What follows belongs to an exercise in optimizing a design on an open flow for small area; a production flow would make more cautious choices.
The RTL was checked by simulation tests, not by an equivalence proof against the original design.
The flow treats the clock pin as an ideal source. Dropping or thinning the clock tree relies on that and would not hold on a real chip.
Power is estimated from default activity; no workload was simulated.

// top
module top(
	input  wire       clk,
	input  wire       rst_n,
	input  wire       key1,
	input  wire       key2,
	output wire [3:0] led
);
==> flow/config.mk <==
export PLATFORM = sky130hd
export DESIGN_NAME = top
export DESIGN_NICKNAME = top
export VERILOG_FILES = /design/flow/design.v
export SDC_FILE = /design/flow/constraint.sdc
export NUM_CORES = 4
export LEC_CHECK = 0
export CAP_MARGIN = 20
export CORE_MARGIN = 2
export CORE_UTILIZATION = 60
export SLEW_MARGIN = 20
==> flow/constraint.sdc <==
create_clock -name core_clock -period 10.0 [get_ports {clk}]
set_input_delay 2.0000 -clock core_clock [delete_from_list [all_inputs] [get_ports {clk}]]
set_output_delay 2.0000 -clock core_clock [all_outputs]
set_load 0.01 [all_outputs]
standard.sh (not shown) runs the stock make flow with config.mk's settings and CLKGATE_MAP_FILE= SYNTH_SCRIPT=/design/flow/synth_recipe.tcl, a recipe that flattens the netlist after the stock synthesis.
==> flow/flow/run.sh <==
#!/bin/bash
# Own layout flow: the standard flow, except that
#  - ports get the smallest buffer (buf_1) instead of clkdlybuf4s50_1, and
#  - the clock tree is two clkbuf_16, each driving one placement cluster of
#    registers (flow/clock.tcl), instead of TritonCTS's H-tree with dummy loads.
# Each tool's output goes to a log file in the work folder.
set -euo pipefail
here=$(pwd)
res=$here/orfs/results/$FLOW_PLATFORM/top/base
bash standard.sh BUFFER_PORTS_ARGS="-buffer_cell sky130_fd_sc_hd__buf_1" synth floorplan place > $here/flow_place.log 2>&1
RES=$res CLKBUF=sky130_fd_sc_hd__clkbuf_16 NBUF=2 OUTDIR=$res \
  openroad -no_init -exit $here/flow/clock.tcl > $here/flow_clock.log 2>&1
cp $res/4_1_cts.odb $res/4_cts.odb
bash standard.sh BUFFER_PORTS_ARGS="-buffer_cell sky130_fd_sc_hd__buf_1" finish > $here/flow_finish.log 2>&1
Other scripts of this flow, unchanged in this note and not shown: flow/flow/clock.tcl
The starting point finished clean.
Edit:
--- a/flow/flow/run.sh
+++ b/flow/flow/run.sh
@@ -2,0 +3,2 @@
+#  - after the standard synthesis, Yosys/ABC re-maps the combinational logic
+#    for area (flow/reopt.ys, flow/reopt.abc); registers are left untouched,
@@ -10 +12,14 @@
-bash standard.sh BUFFER_PORTS_ARGS="-buffer_cell sky130_fd_sc_hd__buf_1" synth floorplan place > $here/flow_place.log 2>&1
+lib=$FLOW_HOME/platforms/$FLOW_PLATFORM/lib/sky130_fd_sc_hd__tt_025C_1v80.lib
+yosys=$(command -v yosys || echo $FLOW_HOME/../tools/install/yosys/bin/yosys)
+ports="BUFFER_PORTS_ARGS=-buffer_cell sky130_fd_sc_hd__buf_1"
+
+bash standard.sh "$ports" synth > $here/flow_synth.log 2>&1
+
+cp $res/1_2_yosys.v $here/synth_standard.v
+dontuse=$(sed -n '/DONT_USE_CELLS/,/^$/p' $FLOW_HOME/platforms/$FLOW_PLATFORM/config.mk | grep -o 'sky130_fd_sc_hd__[A-Za-z0-9_]*' | sed 's/^/-dont_use /' | tr '\n' ' ')
+sed -e "s#@LIB@#$lib#g" -e "s#@IN@#$here/synth_standard.v#" -e "s#@OUT@#$here/synth_reopt.v#g" \
+    -e "s#@SCRIPT@#$here/flow/reopt.abc#" -e "s#@DONTUSE@#$dontuse#" $here/flow/reopt.ys > $here/reopt.ys
+$yosys -s $here/reopt.ys > $here/flow_reopt.log 2>&1
+cp $here/synth_reopt.v $res/1_2_yosys.v
+
+bash standard.sh "$ports" floorplan place > $here/flow_place.log 2>&1
@@ -14 +29 @@
-bash standard.sh BUFFER_PORTS_ARGS="-buffer_cell sky130_fd_sc_hd__buf_1" finish > $here/flow_finish.log 2>&1
+bash standard.sh "$ports" finish > $here/flow_finish.log 2>&1
==> flow/flow/reopt.abc (new file) <==
strash
&get -n
&st
&deepsyn -T 30
&put
dch -f
amap
==> flow/flow/reopt.ys (new file) <==
# Re-map the combinational logic of the standard synthesis for area. The
# registers stay as they are (same instances, names and cells).
read_liberty -ignore_miss_func @LIB@
read_verilog @IN@
hierarchy -top top
setattr -mod -set keep_hierarchy 1 sky130_fd_sc_hd__df* sky130_fd_sc_hd__edf* sky130_fd_sc_hd__conb*
flatten
blackbox =sky130_fd_sc_hd__df* =sky130_fd_sc_hd__edf* =sky130_fd_sc_hd__conb*
select -module top
opt_clean top
cd top
abc -liberty @LIB@ @DONTUSE@ -script @SCRIPT@
opt_clean -purge
splitnets
opt_clean -purge
hilomap -singleton -hicell sky130_fd_sc_hd__conb_1 HI -locell sky130_fd_sc_hd__conb_1 LO
insbuf -buf sky130_fd_sc_hd__buf_1 A X
cd
tee -o @OUT@.stat stat -liberty @LIB@
write_verilog -noattr -noexpr -nohex -nodec -selected @OUT@
Final cell count decreases by 2.1%.
Sequential share of layout area increases by 2.9 points.
Power stays flat.
Sequential cell count is unchanged.
No run of this note takes its clock network from TritonCTS; it comes from the design's own scripts or RTL.

---

## run A
top, a different RTL version from the one above (not shown whole).
Size in the first run: roughly 8 I/O pins.
==> flow/design.v (excerpt) <==
module top(
	input  wire       clk,
	input  wire       rst_n,
	input  wire       key1,
	input  wire       key2,
	output wire [3:0] led
);
export LEC_CHECK = 0
export CAP_MARGIN = 0
export CORE_MARGIN = 2
export CORE_UTILIZATION = 70
export GPL_TIMING_DRIVEN = 0
export SLEW_MARGIN = 0
create_clock -name core_clock -period 10.0 [get_ports {clk}]
==> flow/flow/run.sh <==
#!/bin/bash
# Own layout flow: the standard flow, except that
#  - after the standard synthesis, Yosys/ABC re-maps the combinational logic
#    for area (flow/reopt.ys; two ABC scripts with eight seeds each, the
#    smallest result is kept);
#    the registers are left untouched,
#  - ports get the smallest buffer (buf_1) instead of clkdlybuf4s50_1, and
set -euo pipefail
here=$(pwd)
res=$here/orfs/results/$FLOW_PLATFORM/top/base
lib=$FLOW_HOME/platforms/$FLOW_PLATFORM/lib/sky130_fd_sc_hd__tt_025C_1v80.lib
yosys=$(command -v yosys || echo $FLOW_HOME/../tools/install/yosys/bin/yosys)
ports="BUFFER_PORTS_ARGS=-buffer_cell sky130_fd_sc_hd__buf_1"

bash standard.sh "$ports" synth > $here/flow_synth.log 2>&1

# ---- re-map the combinational logic
cp $res/1_2_yosys.v $here/synth_standard.v
dontuse=$(sed -n '/DONT_USE_CELLS/,/^$/p' $FLOW_HOME/platforms/$FLOW_PLATFORM/config.mk | grep -o 'sky130_fd_sc_hd__[A-Za-z0-9_]*' | sed 's/^/-dont_use /' | tr '\n' ' ')
mkdir -p $here/reopt
runs=""
for s in 1 2 3 4 5 6 7 8; do
  printf 'strash\n&get -n\n&st\n&deepsyn -T 15 -S %s\n&put\ndch -f\namap\n' $s > $here/reopt/a$s.abc
  printf 'strash\n&get -n\n&st\n&deepsyn -T 15 -S %s\n&dch -f\n&nf -R 1000\n&put\n' $s > $here/reopt/n$s.abc
  runs="$runs a$s n$s"
done
for v in $runs; do
  sed -e "s#@LIB@#$lib#g" -e "s#@IN@#$here/synth_standard.v#" -e "s#@OUT@#$here/reopt/$v.v#g" \
      -e "s#@SCRIPT@#$here/reopt/$v.abc#" -e "s#@DONTUSE@#$dontuse#" $here/flow/reopt.ys > $here/reopt/$v.ys
done
for v in $runs; do echo $v; done | xargs -P 4 -I{} sh -c "$yosys -s $here/reopt/{}.ys > $here/flow_reopt_{}.log 2>&1"
best=""; bestarea=1e30
for v in $runs; do
  a=$(awk '/Chip area for module/ {print $NF}' $here/reopt/$v.v.stat 2>/dev/null | tail -1)
  echo "run $v: area $a" >> $here/flow_reopt_pick.log
  if [[ -n "$a" ]] && awk -v a=$a -v b=$bestarea 'BEGIN{exit !(a<b)}'; then best=$v; bestarea=$a; fi
done
echo "picked $best: area $bestarea" >> $here/flow_reopt_pick.log
cp $here/reopt/$best.v $res/1_2_yosys.v

# ---- floorplan and placement
bash standard.sh "$ports" floorplan place > $here/flow_place.log 2>&1

# ---- clock buffers
pick=""
for cfg in "buf_12 2 x" "buf_12 2 y" "clkbuf_8 3 x" "buf_8 3 x" "clkbuf_16 2 x" "clkbuf_16 2 y" "clkbuf_16 3 x" "clkbuf_16 4 x"; do
  set -- $cfg
  s=$(RES=$res CLKBUF=sky130_fd_sc_hd__$1 NBUF=$2 SPLIT=$3 openroad -no_init -exit $here/flow/clock.tcl 2>&1 \
      | tee -a $here/flow_clock_try.log | awk '/max clk pin slew:/ {print $NF}')
  echo "$cfg: $s" >> $here/flow_clock_pick.log
  if [[ -n "$s" ]] && awk -v s=$s 'BEGIN{exit !(s < 112)}'; then pick=$cfg; break; fi
done
[[ -n "$pick" ]] || pick="clkbuf_16 4 x"
set -- $pick
echo "picked $pick" >> $here/flow_clock_pick.log
RES=$res CLKBUF=sky130_fd_sc_hd__$1 NBUF=$2 SPLIT=$3 OUTDIR=$res \
  openroad -no_init -exit $here/flow/clock.tcl > $here/flow_clock.log 2>&1
cp $res/4_1_cts.odb $res/4_cts.odb

# ---- routing and final layout
bash standard.sh "$ports" finish > $here/flow_finish.log 2>&1
Other scripts of this flow, unchanged in this note and not shown: flow/flow/clock.tcl, flow/flow/reopt.ys
diff inputs: run A => run B
- DIE_AREA now 0 0 59.63 59.63, previously not set
- CORE_MARGIN no longer set, was 2
- CORE_UTILIZATION no longer set, was 70
- CORE_AREA now 2 2 57.63 57.63, previously not set
==> comparison <==
Synthesized cell count: lower on run B
Sort run A and run B by total number of vias desc -> top: run A
Delta (run B minus run A): multi-input logic cell count down 5.2%; area growth from synthesis to layout up 0.19 points; data arrival at the endpoint of the critical path up 0.07 ns.
Run B | stages: all done | timing, DRC, antenna: all pass
Run B: relative contribution of combinational cells to total power is 0.2 points lower than what run A reported.
Taking run A as the reference, in run B global routing usage summed across all routing layers lost 2.4 points, total combinational power lost 4.5%.
The inputs of run C differ from those of run B as listed below.
diff --git a/flow/flow/run.sh b/flow/flow/run.sh
--- a/flow/flow/run.sh
+++ b/flow/flow/run.sh
@@ -1,8 +1,4 @@
 #!/bin/bash
 # Own layout flow: the standard flow, except that
-#  - after the standard synthesis, Yosys/ABC re-maps the combinational logic
-#    for area (flow/reopt.ys; two ABC scripts with eight seeds each, the
-#    smallest result is kept);
-#    the registers are left untouched,
 #  - ports get the smallest buffer (buf_1) instead of clkdlybuf4s50_1, and
 set -euo pipefail
@@ -19,23 +15,30 @@
 dontuse=$(sed -n '/DONT_USE_CELLS/,/^$/p' $FLOW_HOME/platforms/$FLOW_PLATFORM/config.mk | grep -o 'sky130_fd_sc_hd__[A-Za-z0-9_]*' | sed 's/^/-dont_use /' | tr '\n' ' ')
 mkdir -p $here/reopt
-runs=""
-for s in 1 2 3 4 5 6 7 8; do
-  printf 'strash\n&get -n\n&st\n&deepsyn -T 15 -S %s\n&put\ndch -f\namap\n' $s > $here/reopt/a$s.abc
-  printf 'strash\n&get -n\n&st\n&deepsyn -T 15 -S %s\n&dch -f\n&nf -R 1000\n&put\n' $s > $here/reopt/n$s.abc
-  runs="$runs a$s n$s"
-done
-for v in $runs; do
-  sed -e "s#@LIB@#$lib#g" -e "s#@IN@#$here/synth_standard.v#" -e "s#@OUT@#$here/reopt/$v.v#g" \
-      -e "s#@SCRIPT@#$here/reopt/$v.abc#" -e "s#@DONTUSE@#$dontuse#" $here/flow/reopt.ys > $here/reopt/$v.ys
-done
-for v in $runs; do echo $v; done | xargs -P 4 -I{} sh -c "$yosys -s $here/reopt/{}.ys > $here/flow_reopt_{}.log 2>&1"
-best=""; bestarea=1e30
-for v in $runs; do
-  a=$(awk '/Chip area for module/ {print $NF}' $here/reopt/$v.v.stat 2>/dev/null | tail -1)
-  echo "run $v: area $a" >> $here/flow_reopt_pick.log
-  if [[ -n "$a" ]] && awk -v a=$a -v b=$bestarea 'BEGIN{exit !(a<b)}'; then best=$v; bestarea=$a; fi
-done
+# reopt PASS IN RUNS: ABC runs named by RUNS (a<seed>: deepsyn then amap,
+# n<seed>: deepsyn then &nf) on netlist IN; sets best/bestarea over all runs
+best=$here/synth_standard.v; bestarea=1e30
+reopt() {
+  local pass=$1 in=$2 runs=$3 v s
+  for v in $runs; do
+    s=${v:1}
+    if [[ ${v:0:1} == a ]]; then
+      printf 'strash\n&get -n\n&st\n&deepsyn -T 30 -S %s\n&put\ndch -f\namap\n' $s > $here/reopt/p$pass$v.abc
+    else
+      printf 'strash\n&get -n\n&st\n&deepsyn -T 30 -S %s\n&dch -f\n&nf -R 1000\n&put\n' $s > $here/reopt/p$pass$v.abc
+    fi
+    sed -e "s#@LIB@#$lib#g" -e "s#@IN@#$in#" -e "s#@OUT@#$here/reopt/p$pass$v.v#g" \
+        -e "s#@SCRIPT@#$here/reopt/p$pass$v.abc#" -e "s#@DONTUSE@#$dontuse#" $here/flow/reopt.ys > $here/reopt/p$pass$v.ys
+  done
+  for v in $runs; do echo p$pass$v; done | xargs -P 4 -I{} sh -c "$yosys -s $here/reopt/{}.ys > $here/flow_reopt_{}.log 2>&1"
+  for v in $runs; do
+    a=$(awk '/Chip area for module/ {print $NF}' $here/reopt/p$pass$v.v.stat 2>/dev/null | tail -1)
+    echo "pass $pass run $v: area $a" >> $here/flow_reopt_pick.log
+    if [[ -n "$a" ]] && awk -v a=$a -v b=$bestarea 'BEGIN{exit !(a<b)}'; then best=$here/reopt/p$pass$v.v; bestarea=$a; fi
+  done
+}
+reopt 1 $here/synth_standard.v "a1 n1 a2 n2 a3 n3 a4 n4 a5 n5 a6 n6 a7 n7 a8 n8"
+reopt 2 $best "a11 n11 a12 n12 a13 n13 a14 n14"
 echo "picked $best: area $bestarea" >> $here/flow_reopt_pick.log
-cp $here/reopt/$best.v $res/1_2_yosys.v
+cp $best $res/1_2_yosys.v
 
 # ---- floorplan and placement
Results
Run C vs run B: final layout net count up
The final reports for run C and run B show core utilization lower in the former.
On sequential share of cell area, the higher figure sits with run C, not run B.
Taking run B as the reference, in run C wire length down about 0.8%, average footprint of a synthesized cell down 2.8%.
Comparing the two runs side by side, run C comes out ahead of run B on post-route minimum period.
| design area | run C vs run B | better |
Worst slack after detailed placement delta (run C − run B): favourable
Compared with run B, run C shows cell count that has gone up slightly.
~same worst hold slack in run B and run C
No run of this note takes its clock network from TritonCTS; it comes from the design's own scripts or RTL.

[afterwards: timing with drivers on the ports]
The results above use ideal ports. As a check the final layouts listed here were re-extracted and re-timed, cells and wires unchanged.
Step 1, drivers: a clkbuf_16 drives clk and a buf_2 each remaining input, both assumed.
Step 2 adds t to the input delays and takes it off the output delays; t is the mean of the earliest and latest rising clock arrival at the registers after step 1. Input paths then give back, and output paths get back, about the clock's delay inside the block.
Three values: ideal, step 1, step 2; two values: the first two.
| run | shift t [ns] | slack for setup (ns) | hold slack, ns | slew at the worst register clock pin (ns) | worst data-port slew with drivers (ns) |
|---|---|---|---|---|---|
| the first run of note 1 | 0.203 | 7.040 / 6.996 / 7.053 | 0.397 / 0.397 / 0.397 | 0.11 / 0.11 | 0.03 |
| the second run of note 1 | 0.202 | 6.992 / 6.949 / 7.123 | 0.392 / 0.392 / 0.392 | 0.11 / 0.11 | 0.03 |
| run A | 0.179 | 7.055 / 7.010 / 7.022 | 0.346 / 0.346 / 0.346 | 0.10 / 0.10 | 0.03 |
| run B | 0.186 | 6.990 / 6.940 / 7.050 | 0.359 / 0.359 / 0.359 | 0.11 / 0.11 | 0.03 |
| run C | 0.182 | 6.996 / 6.948 / 7.092 | 0.357 / 0.357 / 0.357 | 0.10 / 0.10 | 0.03 |
After both steps setup and hold are still met in every run listed. The setup slack of run A, which loses most, moves by -0.045 ns with the drivers and by -0.033 ns with both steps.
